Source: an optimization exercise on an open RTL-to-GDS flow (aim: small area). Production flows keep margins and buffers that such runs may drop. In this exercise RTL edits were held to simulation tests only and were not proved equivalent to the original. No driver is modelled on the clock port, so clocking that relies on it looks cheaper here than on a real chip. Power is estimated from default activity; no workload was simulated.

==> trial 87 <==
## xst
module xst(
	input		clk_i,
	input		reset_i,
	input		rxd_i,
	input	[63:0]	dat_i,
	input		txreg_we_i,
	input		txregr_we_i,
	input		txreg_oe_i,
	input		txregr_oe_i,
	input	[15:0]	txbaud_i,
	input	[5:0]	bits_i,
	output		txd_o,
	output reg	txc_o,
	output		idle_o,
	output reg [15:0] brg_o,
	output reg [5:0] bits_o,
	output	[63:0]	dat_o
);
==> flow/config.mk <==
export PLATFORM = sky130hd
export DESIGN_NAME = xst
export DESIGN_NICKNAME = xst
export VERILOG_FILES = /design/flow/design.v
export SDC_FILE = /design/flow/constraint.sdc
export NUM_CORES = 4
export LEC_CHECK = 0
export ABC_AREA = 1
export CAP_MARGIN = 20
export CORE_MARGIN = 2
export CORE_UTILIZATION = 65
export PLACE_DENSITY = 0.8
export SLEW_MARGIN = 20
==> flow/constraint.sdc <==
create_clock -name core_clock -period 5.0 [get_ports {clk_i}]
set_input_delay 1.0000 -clock core_clock [delete_from_list [all_inputs] [get_ports {clk_i}]]
set_output_delay 1.0000 -clock core_clock [all_outputs]
set_load 0.01 [all_outputs]
standard.sh (not shown) runs the stock make flow with config.mk's settings and CLKGATE_MAP_FILE= SYNTH_SCRIPT=/design/flow/synth_recipe.tcl, a recipe that flattens the netlist after the stock synthesis.
==> flow/flow/run.sh <==
#!/bin/bash
# Own layout flow: the standard synthesis, then the logic replaced by a hand-mapped netlist
# that keeps the standard synthesis's flip-flops (same instance names and cell type), then the standard flow's
# standard layout with the smallest plain buffer on each port, a leaner clock tree, and clock
# buffers shrunk where the clock slew allows.
set -euo pipefail
W=$PWD
F=$W/flow
R=$W/orfs/results/$FLOW_PLATFORM/xst/base
# 1. standard synthesis, unchanged
bash standard.sh synth > synth.log 2>&1
cp $R/1_2_yosys.v $W/standard_synth.v
# 2. hand-mapped logic around the standard flip-flops
python3 $F/handmap.py $W/standard_synth.v $W/hand.v > handmap.log 2>&1
cp $W/hand.v $R/1_2_yosys.v
rm -f $R/1_synth.odb $R/1_synth.sdc
# 3. the standard layout up to clock tree synthesis
export BUFFER_PORTS_ARGS="-buffer_cell sky130_fd_sc_hd__buf_1"
if [[ -f $F/cts_args ]]; then export CTS_ARGS="$(cat $F/cts_args)"; fi
bash standard.sh cts > layout_cts.log 2>&1
# 4. shrink clock buffers where the slew allows
CLKDOWN_RESULTS=$R CLKDOWN_LIMIT=0.110 openroad -no_init -exit $F/clkdown.tcl > clkdown.log 2>&1
cp $R/4_1_cts.odb $R/4_cts.odb
# 5. the rest of the standard layout
bash standard.sh > layout.log 2>&1
==> flow/flow/clkdown.tcl <==
set P $::env(FLOW_HOME)/platforms/$::env(FLOW_PLATFORM)
set R $::env(CLKDOWN_RESULTS)
read_liberty $P/lib/sky130_fd_sc_hd__tt_025C_1v80.lib
read_db $R/4_1_cts.odb
read_sdc $R/4_cts.sdc
source $P/setRC.tcl
set_propagated_clock [all_clocks]
proc worst_clk_slew {} {
  estimate_parasitics -placement
  set worst 0
  foreach pin [get_pins -hierarchical */CLK] {
    set s [get_property $pin slew_max]
    if {$s > $worst} { set worst $s }
  }
  return $worst
}
puts "clock slew before: [worst_clk_slew]"
set limit $::env(CLKDOWN_LIMIT)
foreach inst [get_cells clkbuf_*] {
  set old [get_property [get_property $inst liberty_cell] name]
  if {$old eq "sky130_fd_sc_hd__clkbuf_4"} continue
  replace_cell $inst sky130_fd_sc_hd__clkbuf_4
  set w [worst_clk_slew]
  if {$w > $limit} {
    replace_cell $inst $old
    puts "[get_full_name $inst]: keep $old ($w)"
  } else {
    puts "[get_full_name $inst]: clkbuf_4 ($w)"
  }
}
puts "clock slew after: [worst_clk_slew]"
check_placement -verbose
report_clock_skew
report_checks -path_delay min_max -format end -group_path_count 3
write_db $R/4_1_cts.odb
==> flow/flow/cts_args <==
-sink_clustering_enable -repair_clock_nets -buf_list sky130_fd_sc_hd__clkbuf_8 -dont_use_dummy_load
==> flow/flow/handmap.py <==
#!/usr/bin/env python3
"""Write a hand-mapped sky130hd netlist of xst (the logic of rtl/xst.v, gate by gate).

usage: handmap.py STANDARD_NETLIST OUT
The flip-flops keep the instance names the standard synthesis gave them (found by the net on
their Q pin); the script fails if any expected flip-flop is missing there."""
import re
import sys

std = open(sys.argv[1]).read()
flops = {}
for name, body in re.findall(r'sky130_fd_sc_hd__dfxtp_1\s+(\S+)\s*\((.*?)\);', std, re.S):
    pins = {p: v.strip() for p, v in re.findall(r'\.(\w+)\(([^)]*)\)', body)}
    flops[pins['Q'].lstrip('\\').strip()] = name

cells = []
wires = set()
n = [0]


def w(name):
    wires.add(name)
    return name


def cell(typ, out, **pins):
    n[0] += 1
    conns = ', '.join(f'.{p}({v})' for p, v in pins.items())
    cells.append(f'  sky130_fd_sc_hd__{typ} h{n[0]} ({conns}, {out});')


def g(typ, y, **pins):
    cell(typ, f'.Y({y})', **pins)


def gx(typ, x, **pins):
    cell(typ, f'.X({x})', **pins)


used = set()


def ff(q, qnet, d):
    inst = flops[q]
    used.add(q)
    cells.append(f'  sky130_fd_sc_hd__dfxtp_1 {inst} (.CLK(clk_i), .D({d}), .Q({qnet}));')


def srn(i):
    return f'srn_{i}'


g('inv_2', w('rstn'), A='reset_i')
g('nor2_1', w('ld_n'), A='txreg_we_i', B='txregr_we_i')
g('nand2b_1', w('sel_dn'), A_N='reset_i', B='txreg_we_i')
g('inv_2', w('sel_d'), A='sel_dn')
g('nor2_1', w('rw_n'), A='reset_i', B='txreg_we_i')
g('nand2_1', w('sel_rn'), A='rw_n', B='txregr_we_i')
g('inv_2', w('sel_r'), A='sel_rn')
g('inv_2', w('oen'), A='txreg_oe_i')
g('inv_2', w('roen'), A='txregr_oe_i')
g('inv_1', w('srn_64'), A='rxd_i')
g('inv_1', 'txd_o', A=srn(0))

# bit counter: idle
g('nor3_1', w('bz_lo'), A='bits_o[0]', B='bits_o[1]', C='bits_o[2]')
g('nor3_1', w('bz_hi'), A='bits_o[3]', B='bits_o[4]', C='bits_o[5]')
gx('and2_0', 'idle_o', A='bz_lo', B='bz_hi')

# bit-rate counter borrow chain: t[k] = active & brg[k-1:0] == 0, kept as t or ~t by parity
# even k: tn_k = ~t[k]; odd k: t_k = t[k]
prev = 'idle_o'
for k in range(16):
    b = f'brg_o[{k}]'
    if k % 2 == 0:
        g('xnor2_1', w(f'by_{k}'), A=b, B=prev)
        g('nor2_1', w(f't_{k+1}'), A=prev, B=b)
        prev = f't_{k+1}'
    else:
        gx('xor2_1', w(f'by_{k}'), A=b, B=prev)
        g('nand2b_1', w(f'tn_{k+1}'), A_N=b, B=prev)
        prev = f'tn_{k+1}'
# prev = tn_16 = ~sh
g('nor2b_1', w('sh_only'), A='tn_16', B_N='ld_n')    # shift, no load
g('inv_2', w('shn'), A='sh_only')                     # 0: shift
gx('and2_0', w('hold'), A='ld_n', B='tn_16')          # hold (no load, no shift)
g('inv_2', w('hldn'), A='hold')                       # 0: hold
g('nor2_2', w('brg_ld'), A='reset_i', B='hold')
g('nor2_2', w('brg_kp'), A='reset_i', B='hldn')
for k in range(16):
    gx('a22o_1', w(f'brg_d_{k}'), A1='brg_ld', A2=f'txbaud_i[{k}]', B1='brg_kp', B2=f'by_{k}')
    ff(f'brg_o[{k}]', f'brg_o[{k}]', f'brg_d_{k}')

# bit counter: borrow chain started by sh
prev = 'tn_16'
for k in range(6):
    b = f'bits_o[{k}]'
    if k % 2 == 0:
        g('xnor2_1', w(f'uy_{k}'), A=b, B=prev)
        if k < 5:
            g('nor2_1', w(f'u_{k+1}'), A=prev, B=b)
            prev = f'u_{k+1}'
    else:
        gx('xor2_1', w(f'uy_{k}'), A=b, B=prev)
        if k < 5:
            g('nand2b_1', w(f'un_{k+1}'), A_N=b, B=prev)
            prev = f'un_{k+1}'
g('nor2_1', w('bits_ld'), A='reset_i', B='ld_n')
g('nor2b_1', w('bits_kp'), A='reset_i', B_N='ld_n')
for k in range(6):
    gx('a22o_1', w(f'bits_d_{k}'), A1='bits_ld', A2=f'bits_i[{k}]', B1='bits_kp', B2=f'uy_{k}')
    ff(f'bits_o[{k}]', f'bits_o[{k}]', f'bits_d_{k}')

# half-bit compare: brg_o == {1'b0, txbaud_i[15:1]}
for k in range(15):
    gx('xor2_1', w(f'ne_{k}'), A=f'brg_o[{k}]', B=f'txbaud_i[{k+1}]')
g('nor4_1', w('eq_0'), A='ne_0', B='ne_1', C='ne_2', D='ne_3')
g('nor4_1', w('eq_1'), A='ne_4', B='ne_5', C='ne_6', D='ne_7')
g('nor4_1', w('eq_2'), A='ne_8', B='ne_9', C='ne_10', D='ne_11')
g('nor4_1', w('eq_3'), A='ne_12', B='ne_13', C='ne_14', D='brg_o[15]')
gx('and4_1', w('half'), A='eq_0', B='eq_1', C='eq_2', D='eq_3')

# txc
g('nor2_1', w('b12z'), A='bits_o[1]', B='bits_o[2]')
g('nand3_1', w('onen'), A='bits_o[0]', B='b12z', C='bz_hi')   # bits_o != 1
g('mux2i_1', w('txc_mn'), A0='onen', A1='txc_o', S='tn_16')    # ~(sh ? bits_o != 1 : txc_o)
g('a211oi_1', w('txc_d'), A1='ld_n', A2='txc_mn', B1='half', C1='reset_i')
ff('txc_o', 'txc_o', 'txc_d')

# shift register, kept inverted
for i in range(64):
    w(srn(i))
    g('o221ai_1', w(f'x_{i}'), A1='shn', A2=srn(i + 1), B1='hldn', B2=srn(i), C1='rstn')
    g('a221oi_1', w(f'sr_d_{i}'), A1='sel_d', A2=f'dat_i[{i}]', B1='sel_r', B2=f'dat_i[{63 - i}]', C1=f'x_{i}')
    ff(f'srn[{i}]', srn(i), f'sr_d_{i}')
    g('o22ai_1', f'dat_o[{i}]', A1='oen', A2=srn(i), B1='roen', B2=srn(63 - i))

missing = set(flops) - used
if missing or len(used) != 87:
    sys.exit(f'flip-flops not matched: {sorted(missing)} / used {len(used)}')

out = ['module xst(clk_i, reset_i, rxd_i, dat_i, txreg_we_i, txregr_we_i, txreg_oe_i, txregr_oe_i,'
       ' txbaud_i, bits_i, txd_o, txc_o, idle_o, brg_o, bits_o, dat_o);',
       '  input clk_i; input reset_i; input rxd_i; input [63:0] dat_i;',
       '  input txreg_we_i; input txregr_we_i; input txreg_oe_i; input txregr_oe_i;',
       '  input [15:0] txbaud_i; input [5:0] bits_i;',
       '  output txd_o; output txc_o; output idle_o; output [15:0] brg_o; output [5:0] bits_o;',
       '  output [63:0] dat_o;']
out += [f'  wire {x};' for x in sorted(wires)]
out += cells
out.append('endmodule')
open(sys.argv[2], 'w').write('\n'.join(out) + '\n')
==> trial 21: changes against trial 87 <==
==> flow/flow/run.sh (replaced) <==
#!/bin/bash
# Own layout flow: the standard synthesis, then the logic replaced by a hand-mapped netlist
# that keeps the standard synthesis's flip-flops (same instance names and cell type), then the standard flow's
# standard layout with the smallest plain buffer on each port and a leaner clock tree.
set -euo pipefail
W=$PWD
F=$W/flow
R=$W/orfs/results/$FLOW_PLATFORM/xst/base
# 1. standard synthesis, unchanged
bash standard.sh synth > synth.log 2>&1
cp $R/1_2_yosys.v $W/standard_synth.v
# 2. hand-mapped logic around the standard flip-flops
python3 $F/handmap.py $W/standard_synth.v $W/hand.v > handmap.log 2>&1
cp $W/hand.v $R/1_2_yosys.v
rm -f $R/1_synth.odb $R/1_synth.sdc
# 3. the rest of the standard layout
export BUFFER_PORTS_ARGS="-buffer_cell sky130_fd_sc_hd__buf_1"
if [[ -f $F/cts_args ]]; then export CTS_ARGS="$(cat $F/cts_args)"; fi
bash standard.sh > layout.log 2>&1
==> flow/flow/cts_args (replaced) <==
-root_buf sky130_fd_sc_hd__clkbuf_8 -buf_list sky130_fd_sc_hd__clkbuf_4 -sink_clustering_enable -repair_clock_nets -dont_use_dummy_load
--- a/flow/flow/handmap.py
+++ b/flow/flow/handmap.py
@@ -51,13 +51,11 @@
 
 
-g('inv_2', w('rstn'), A='reset_i')
+# shared control
+g('inv_1', w('rstn'), A='reset_i')
 g('nor2_1', w('ld_n'), A='txreg_we_i', B='txregr_we_i')
-g('nand2b_1', w('sel_dn'), A_N='reset_i', B='txreg_we_i')
-g('inv_2', w('sel_d'), A='sel_dn')
-g('nor2_1', w('rw_n'), A='reset_i', B='txreg_we_i')
-g('nand2_1', w('sel_rn'), A='rw_n', B='txregr_we_i')
-g('inv_2', w('sel_r'), A='sel_rn')
-g('inv_2', w('oen'), A='txreg_oe_i')
-g('inv_2', w('roen'), A='txregr_oe_i')
+g('nor2b_1', w('sel_d'), A='reset_i', B_N='txreg_we_i')
+g('nor3b_1', w('sel_r'), A='reset_i', B='txreg_we_i', C_N='txregr_we_i')
+g('inv_1', w('oen'), A='txreg_oe_i')
+g('inv_1', w('roen'), A='txregr_oe_i')
 g('inv_1', w('srn_64'), A='rxd_i')
 g('inv_1', 'txd_o', A=srn(0))
@@ -82,10 +80,8 @@
         prev = f'tn_{k+1}'
 # prev = tn_16 = ~sh
-g('nor2b_1', w('sh_only'), A='tn_16', B_N='ld_n')    # shift, no load
-g('inv_2', w('shn'), A='sh_only')                     # 0: shift
-gx('and2_0', w('hold'), A='ld_n', B='tn_16')          # hold (no load, no shift)
-g('inv_2', w('hldn'), A='hold')                       # 0: hold
-g('nor2_2', w('brg_ld'), A='reset_i', B='hold')
-g('nor2_2', w('brg_kp'), A='reset_i', B='hldn')
+g('nand2b_1', w('shn'), A_N='tn_16', B='ld_n')      # 0: shift
+g('nand2_1', w('hldn'), A='ld_n', B='tn_16')        # 0: hold
+g('a21oi_1', w('brg_ld'), A1='ld_n', A2='tn_16', B1='reset_i')
+g('nor2_1', w('brg_kp'), A='reset_i', B='hldn')
 for k in range(16):
     gx('a22o_1', w(f'brg_d_{k}'), A1='brg_ld', A2=f'txbaud_i[{k}]', B1='brg_kp', B2=f'by_{k}')
- CORE_UTILIZATION: 65 -> 40
- PLACE_DENSITY: 0.8 -> unset
removed: flow/flow/clkdown.tcl
==> run summary <==
                                                                    trial 87    trial 21
Run status                                          timing/DRC/antenna clean  timing/DRC/antenna clean
Post-DP Area                                                        4840 um2    4940 um2
Final-layout worst hold slack                                       0.607 ns    0.584 ns
Final core area utilization                                            0.828       0.521
Final cell area excluding filler cells                              4930 um2    5090 um2
All-layer global routing usage                                         0.344       0.231
Relative area of clock buffers and inverters in the final design      0.0188      0.0243
Inverter count of the layout excluding clock inverters                     9           5
Detailed-route via count                                                4787        4537
Worst slew pin tran                                                  1.10 ns     1.07 ns
Die Width                                                            82.9 um      104 um
Buffers outside the clock class                                          182         187
Total chip power                                                     1500 uW     1560 uW

==> run a: inputs <==
==> flow/design.v <==
`timescale 1ns / 1ps
module xst(
	input		clk_i,
	input		reset_i,
	input		rxd_i,
	input	[63:0]	dat_i,
	input		txreg_we_i,
	input		txregr_we_i,
	input		txreg_oe_i,
	input		txregr_oe_i,
	input	[15:0]	txbaud_i,
	input	[5:0]	bits_i,
	output		txd_o,
	output reg	txc_o,
	output		idle_o,
	output reg [15:0] brg_o,
	output reg [5:0] bits_o,
	output	[63:0]	dat_o
);
	reg	[63:0]	srn;
	wire		rstn = ~reset_i;
	wire		ld = txreg_we_i | txregr_we_i;
	wire		active = |bits_o;
	wire	[16:0]	t;
	assign		t[0] = active;
	genvar k;
	generate
		for (k = 0; k < 16; k = k + 1) begin : g_t
			assign t[k+1] = t[k] & ~brg_o[k];
		end
	endgenerate
	wire		sh = t[16];		 
	wire		sel_d = rstn & txreg_we_i;
	wire		sel_r = rstn & ~txreg_we_i & txregr_we_i;
	wire		shn = ld | ~sh;		 
	wire		hldn = ld | sh;		 
	wire	[64:0]	srn_up = {~rxd_i, srn};
	genvar i;
	generate
		for (i = 0; i < 64; i = i + 1) begin : g_sr
			wire x = ~((shn | srn_up[i+1]) & (hldn | srn[i]) & rstn);
			always @(posedge clk_i)
				srn[i] <= ~((sel_d & dat_i[i]) | (sel_r & dat_i[63-i]) | x);
			assign dat_o[i] = ~((~txreg_oe_i | srn[i]) & (~txregr_oe_i | srn[63-i]));
		end
	endgenerate
	assign		txd_o = ~srn[0];
	assign		idle_o = ~active;
	wire		brg_ld = rstn & (ld | sh);
	wire		brg_kp = rstn & ~(ld | sh);
	always @(posedge clk_i)
		brg_o <= ({16{brg_ld}} & txbaud_i) | ({16{brg_kp}} & (brg_o ^ t[15:0]));
	wire	[6:0]	u;
	assign		u[0] = sh;
	generate
		for (k = 0; k < 6; k = k + 1) begin : g_u
			assign u[k+1] = u[k] & ~bits_o[k];
		end
	endgenerate
	wire		bits_ld = rstn & ld;
	wire		bits_kp = rstn & ~ld;
	always @(posedge clk_i)
		bits_o <= ({6{bits_ld}} & bits_i) | ({6{bits_kp}} & (bits_o ^ u[5:0]));
	wire		half = (brg_o == {1'b0, txbaud_i[15:1]});
	wire		one = (bits_o == 6'd1);
	always @(posedge clk_i)
		txc_o <= ~half & rstn & (ld | (sh ? ~one : txc_o));
endmodule
==> flow/flow/run.sh <==
#!/bin/bash
# Own layout flow: the standard synthesis, then the combinational logic re-mapped for area
# (flip-flops untouched), then the standard layout with the smallest plain buffer on each port.
set -euo pipefail
W=$PWD
F=$W/flow
R=$W/orfs/results/$FLOW_PLATFORM/xst/base
# 1. standard synthesis, unchanged
bash standard.sh synth > synth.log 2>&1
cp $R/1_2_yosys.v $W/standard_synth.v
# 2. re-map the logic
export REMAP_LIB=$FLOW_HOME/platforms/$FLOW_PLATFORM/lib/sky130_fd_sc_hd__tt_025C_1v80.lib
export REMAP_NETLIST=$R/1_2_yosys.v
export REMAP_ABC=$F/nf.abc
export REMAP_DONT_USE="$(grep -o 'sky130_fd_sc_hd__\(probe\|lpflow\)[a-z0-9_]*' $FLOW_HOME/platforms/$FLOW_PLATFORM/config.mk | sort -u | tr '\n' ' ')"
yosys -c $F/remap.tcl > remap.log 2>&1
rm -f $R/1_synth.odb $R/1_synth.sdc
# 3. the rest of the standard layout
export BUFFER_PORTS_ARGS="-buffer_cell sky130_fd_sc_hd__buf_1"
if [[ -f $F/cts_args ]]; then export CTS_ARGS="$(cat $F/cts_args)"; fi
bash standard.sh > layout.log 2>&1
==> flow/flow/cts_args <==
-sink_clustering_enable -repair_clock_nets -buf_list sky130_fd_sc_hd__clkbuf_8 -sink_clustering_size 30 -sink_clustering_max_diameter 120 -dont_use_dummy_load
==> flow/flow/nf.abc <==
strash
&get -n
&dch -f
&nf -R 1000
&put
==> flow/flow/remap.tcl <==
# Re-map the combinational logic of the standard synthesis netlist for area.
# The flip-flops are kept as they are (same instances, names and cell types).
set lib $::env(REMAP_LIB)
set net $::env(REMAP_NETLIST)
set dont_use {}
foreach c $::env(REMAP_DONT_USE) { lappend dont_use -dont_use $c }
yosys read_liberty -ignore_miss_func $lib
yosys read_verilog $net
yosys hierarchy -top $::env(FLOW_TOP)
yosys blackbox sky130_fd_sc_hd__dfxtp_1
yosys flatten
yosys opt_clean
yosys rename -hide w:*.*
yosys tee -o remap_pre.stat stat -liberty $lib
yosys abc -script $::env(REMAP_ABC) -liberty $lib {*}$dont_use
yosys opt_clean -purge
yosys hilomap -singleton -hicell sky130_fd_sc_hd__conb_1 HI -locell sky130_fd_sc_hd__conb_1 LO
yosys splitnets
yosys opt_clean -purge
yosys tee -o remap_post.stat stat -liberty $lib
yosys write_verilog -noattr -noexpr -nohex -nodec $net
==> flow/standard.sh <==
#!/bin/bash
# synth_recipe.tcl (not shown) runs the flow's synth.tcl, then flattens the netlist and writes it again
# the make line also repeats each setting of config.mk as NAME=value (left out here)
make -C /OpenROAD-flow-scripts/flow DESIGN_CONFIG=/design/flow/config.mk WORK_HOME=/design/flow/orfs CLKGATE_MAP_FILE= SYNTH_SCRIPT=/design/flow/synth_recipe.tcl "${@:-finish}"
==> flow/config.mk <==
export PLATFORM = sky130hd
export DESIGN_NAME = xst
export DESIGN_NICKNAME = xst
export VERILOG_FILES = /design/flow/design.v
export SDC_FILE = /design/flow/constraint.sdc
export NUM_CORES = 4
export LEC_CHECK = 0
export ABC_AREA = 1
export CAP_MARGIN = 20
export CORE_MARGIN = 2
export CORE_UTILIZATION = 40
export SLEW_MARGIN = 20
==> flow/constraint.sdc <==
create_clock -name core_clock -period 5.0 [get_ports {clk_i}]
set_input_delay 1.0000 -clock core_clock [delete_from_list [all_inputs] [get_ports {clk_i}]]
set_output_delay 1.0000 -clock core_clock [all_outputs]
set_load 0.01 [all_outputs]
==> run b (differences from run a) <==
==> flow/design.v, changed modules only <==
module xst(
	input		clk_i,
	input		reset_i,
	input		rxd_i,
	input	[63:0]	dat_i,
	input		txreg_we_i,
	input		txregr_we_i,
	input		txreg_oe_i,
	input		txregr_oe_i,
	input	[15:0]	txbaud_i,
	input	[5:0]	bits_i,
	output		txd_o,
	output reg	txc_o,
	output		idle_o,
	output reg [15:0] brg_o,
	output reg [5:0] bits_o,
	output	[63:0]	dat_o
);
	reg	[63:0]	srn;
	wire		ld = txreg_we_i | txregr_we_i;
	wire		active = |bits_o;
	wire		z = ~|brg_o;
	wire		sh = active & z;
	wire		sel_d = ~reset_i & txreg_we_i;
	wire		sel_r = ~reset_i & ~txreg_we_i & txregr_we_i;
	wire		shn = ld | ~sh;		 
	wire		hldn = ld | sh;		 
	wire	[64:0]	srn_up = {~rxd_i, srn};
	genvar i;
	generate
		for (i = 0; i < 64; i = i + 1) begin : g_sr
			wire x = ~((shn | srn_up[i+1]) & (hldn | srn[i]) & ~reset_i);
			always @(posedge clk_i)
				srn[i] <= ~((sel_d & dat_i[i]) | (sel_r & dat_i[63-i]) | x);
			assign dat_o[i] = ~((~txreg_oe_i | srn[i]) & (~txregr_oe_i | srn[63-i]));
		end
	endgenerate
	assign		txd_o = ~srn[0];
	assign		idle_o = ~active;
	always @(posedge clk_i) begin
		if (reset_i) begin
			brg_o <= 0;
			bits_o <= 0;
		end else if (ld) begin
			brg_o <= txbaud_i;
			bits_o <= bits_i;
		end else if (sh) begin
			brg_o <= txbaud_i;
			bits_o <= bits_o - 1;
		end else if (active) begin
			brg_o <= brg_o - 1;
		end
	end
	always @(posedge clk_i) begin
		if (brg_o == {1'b0, txbaud_i[15:1]})
			txc_o <= 0;
		else if (reset_i)
			txc_o <= 0;
		else if (ld)
			txc_o <= 1;
		else if (sh)
			txc_o <= (bits_o != 6'd1);
	end
endmodule
removed: flow/flow/cts_args
==> run c (differences from run a) <==
==> flow/design.v, changed modules only <==
module xst(
	input		clk_i,
	input		reset_i,
	input		rxd_i,
	input	[63:0]	dat_i,
	input		txreg_we_i,
	input		txregr_we_i,
	input		txreg_oe_i,
	input		txregr_oe_i,
	input	[15:0]	txbaud_i,
	input	[5:0]	bits_i,
	output		txd_o,
	output reg	txc_o,
	output		idle_o,
	output reg [15:0] brg_o,
	output reg [5:0] bits_o,
	output	[63:0]	dat_o
);
	reg	[63:0]	srn;
	wire		ld = txreg_we_i | txregr_we_i;
	wire		active = |bits_o;
	wire		z = ~|brg_o;
	wire		sh = active & z;
	wire		sel_d = ~reset_i & txreg_we_i;
	wire		sel_r = ~reset_i & ~txreg_we_i & txregr_we_i;
	wire		shn = ld | ~sh;		 
	wire		hldn = ld | sh;		 
	wire	[64:0]	srn_up = {~rxd_i, srn};
	genvar i;
	generate
		for (i = 0; i < 64; i = i + 1) begin : g_sr
			wire x = ~((shn | srn_up[i+1]) & (hldn | srn[i]) & ~reset_i);
			always @(posedge clk_i)
				srn[i] <= ~((sel_d & dat_i[i]) | (sel_r & dat_i[63-i]) | x);
			assign dat_o[i] = ~((~txreg_oe_i | srn[i]) & (~txregr_oe_i | srn[63-i]));
		end
	endgenerate
	assign		txd_o = ~srn[0];
	assign		idle_o = ~active;
	always @(posedge clk_i) begin
		if (reset_i) begin
			brg_o <= 0;
			bits_o <= 0;
		end else if (ld) begin
			brg_o <= txbaud_i;
			bits_o <= bits_i;
		end else if (sh) begin
			brg_o <= txbaud_i;
			bits_o <= bits_o - 1;
		end else if (active) begin
			brg_o <= brg_o - 1;
		end
	end
	always @(posedge clk_i) begin
		if (brg_o == {1'b0, txbaud_i[15:1]})
			txc_o <= 0;
		else if (reset_i)
			txc_o <= 0;
		else if (ld)
			txc_o <= 1;
		else if (sh)
			txc_o <= (bits_o != 6'd1);
	end
endmodule
==> flow/flow/cts_args (replaced) <==
-sink_clustering_enable -repair_clock_nets -buf_list sky130_fd_sc_hd__clkbuf_8 -dont_use_dummy_load
==> results.py <==
metrics = {
    "power_and_ir_drop": {
        "p_leak_nw": 1.65,
        "finalPower_mw": 1.55,
        "vdd_drop_max_uv": 152,
    },
    "finish": {
        "final_cell_mix": "buf_1 (179), dfxtp_1 (87), o22ai_1 (66), a221oi_1 (66), o221a_1 (64)",
        "fin_nets": 704,
    },
    "synth": {
        "avgSynthCellArea_um2": 10.1,
    },
    "die": {
        "fp.dieW_um": 106,
        "start_util_pct": 40.7,
        "dieArea_mm2": 0.0112,
    },
    "timing": {
        "fin_crit_ns": 4.35,
    },
    "drt": {
        "postRouteWirelength_mm": 13.3,
    },
    "worst_setup_path": {
        "r2r_start": "bits_o[2]$_DFF_P_",
    },
    "run_status": {
        "outcome": "timing/DRC/antenna clean",
    },
    "hold_path": {
        "holdCritStartpoint": "bits_o[5]$_DFF_P_",
    },
}
Source of the figures above: run a

==> results.py <==
metrics = {
    "synth": {
        "avgSynthCellArea_um2": 7.75,
    },
    "finish": {
        "fin_nets": 862,
        "final_cell_mix": "buf_1 (179), nor2_1 (153), dfxtp_1 (87)",
        "clock_area_share_pct": 2.26,
    },
    "worst_setup_path": {
        "r2r_start": "brg_o[1]$_SDFFE_PP0P_",
        "r2r_cells": 14,
    },
    "power_and_ir_drop": {
        "vdd_drop_max_uv": 134,
        "finalPower_mw": 1.57,
        "power.switching_mw": 0.512,
        "pg_comb_mw": 0.367,
        "p_leak_nw": 1.94,
    },
    "die": {
        "fp.dieW_um": 109,
        "start_util_pct": 40.8,
    },
    "timing": {
        "fin_crit_ns": 3.90,
    },
    "run_status": {
        "outcome": "timing/DRC/antenna clean",
    },
    "global_route": {
        "grt_most_used_layer": "met2",
    },
    "hold_path": {
        "holdCritStartpoint": "srn[61]$_DFF_P_",
    },
}
Source of the figures above: run c

==> results.py <==
metrics = {
    "die": {
        "fp.dieW_um": 109,
        "start_util_pct": 40.8,
        "dieArea_mm2": 0.0119,
    },
    "power_and_ir_drop": {
        "finalPower_mw": 1.72,
        "p_leak_nw": 1.98,
    },
    "timing": {
        "fin_crit_ns": 3.94,
        "layout_setup_ws_ns": 1.06,
    },
    "clocking": {
        "cts_setup_buffers": 0,
    },
    "run_status": {
        "outcome": "timing/DRC/antenna clean",
    },
    "worst_setup_path": {
        "critPathMaxStageDelay_ns": 0.44,
        "r2r_start": "brg_o[0]$_SDFFE_PP0P_",
    },
    "finish": {
        "final_cell_mix": "buf_1 (179), nor2_1 (153), dfxtp_1 (87)",
        "diodes": 0,
        "top_regs": "srn x64, brg_o x16, bits_o x6",
    },
    "synth": {
        "avgSynthCellArea_um2": 7.75,
    },
    "drt": {
        "postRouteWirelength_mm": 15.0,
    },
}
Source of the figures above: run b

## re-timing with driven ports
Ports are ideal in the flow. The routed layouts listed here were re-timed in OpenROAD. Step 1 (the two cells are an assumption about what drives the block):
set clk [get_ports {clk_i}]
set_driving_cell -lib_cell sky130_fd_sc_hd__clkbuf_16 $clk
set_driving_cell -lib_cell sky130_fd_sc_hd__buf_2 [delete_from_list [all_inputs] $clk]
Step 2, shift: input delay + t, output delay - t, t = (earliest + latest rising clock arrival at the registers) / 2. This alone moves slack from input paths to output paths. a / b / c = no drivers / after step 1 / after step 2; a / b = the first two.
| run | t (ns) | setup WS [ns] | worst setup path after step 2 |
|---|---|---|---|
| trial 87 | 0.436 | 0.512 / 0.512 / 0.512 | register to register |
| trial 21 | 0.375 | 0.661 / 0.661 / 0.661 | register to register |
| run a | 0.372 | 0.647 / 0.647 / 0.647 | register to register |
| run b | 0.371 | 1.060 / 1.060 / 1.060 | register to register |
| run c | 0.360 | 1.100 / 1.100 / 1.100 | register to register |
After both steps setup and hold are still met in every run listed.
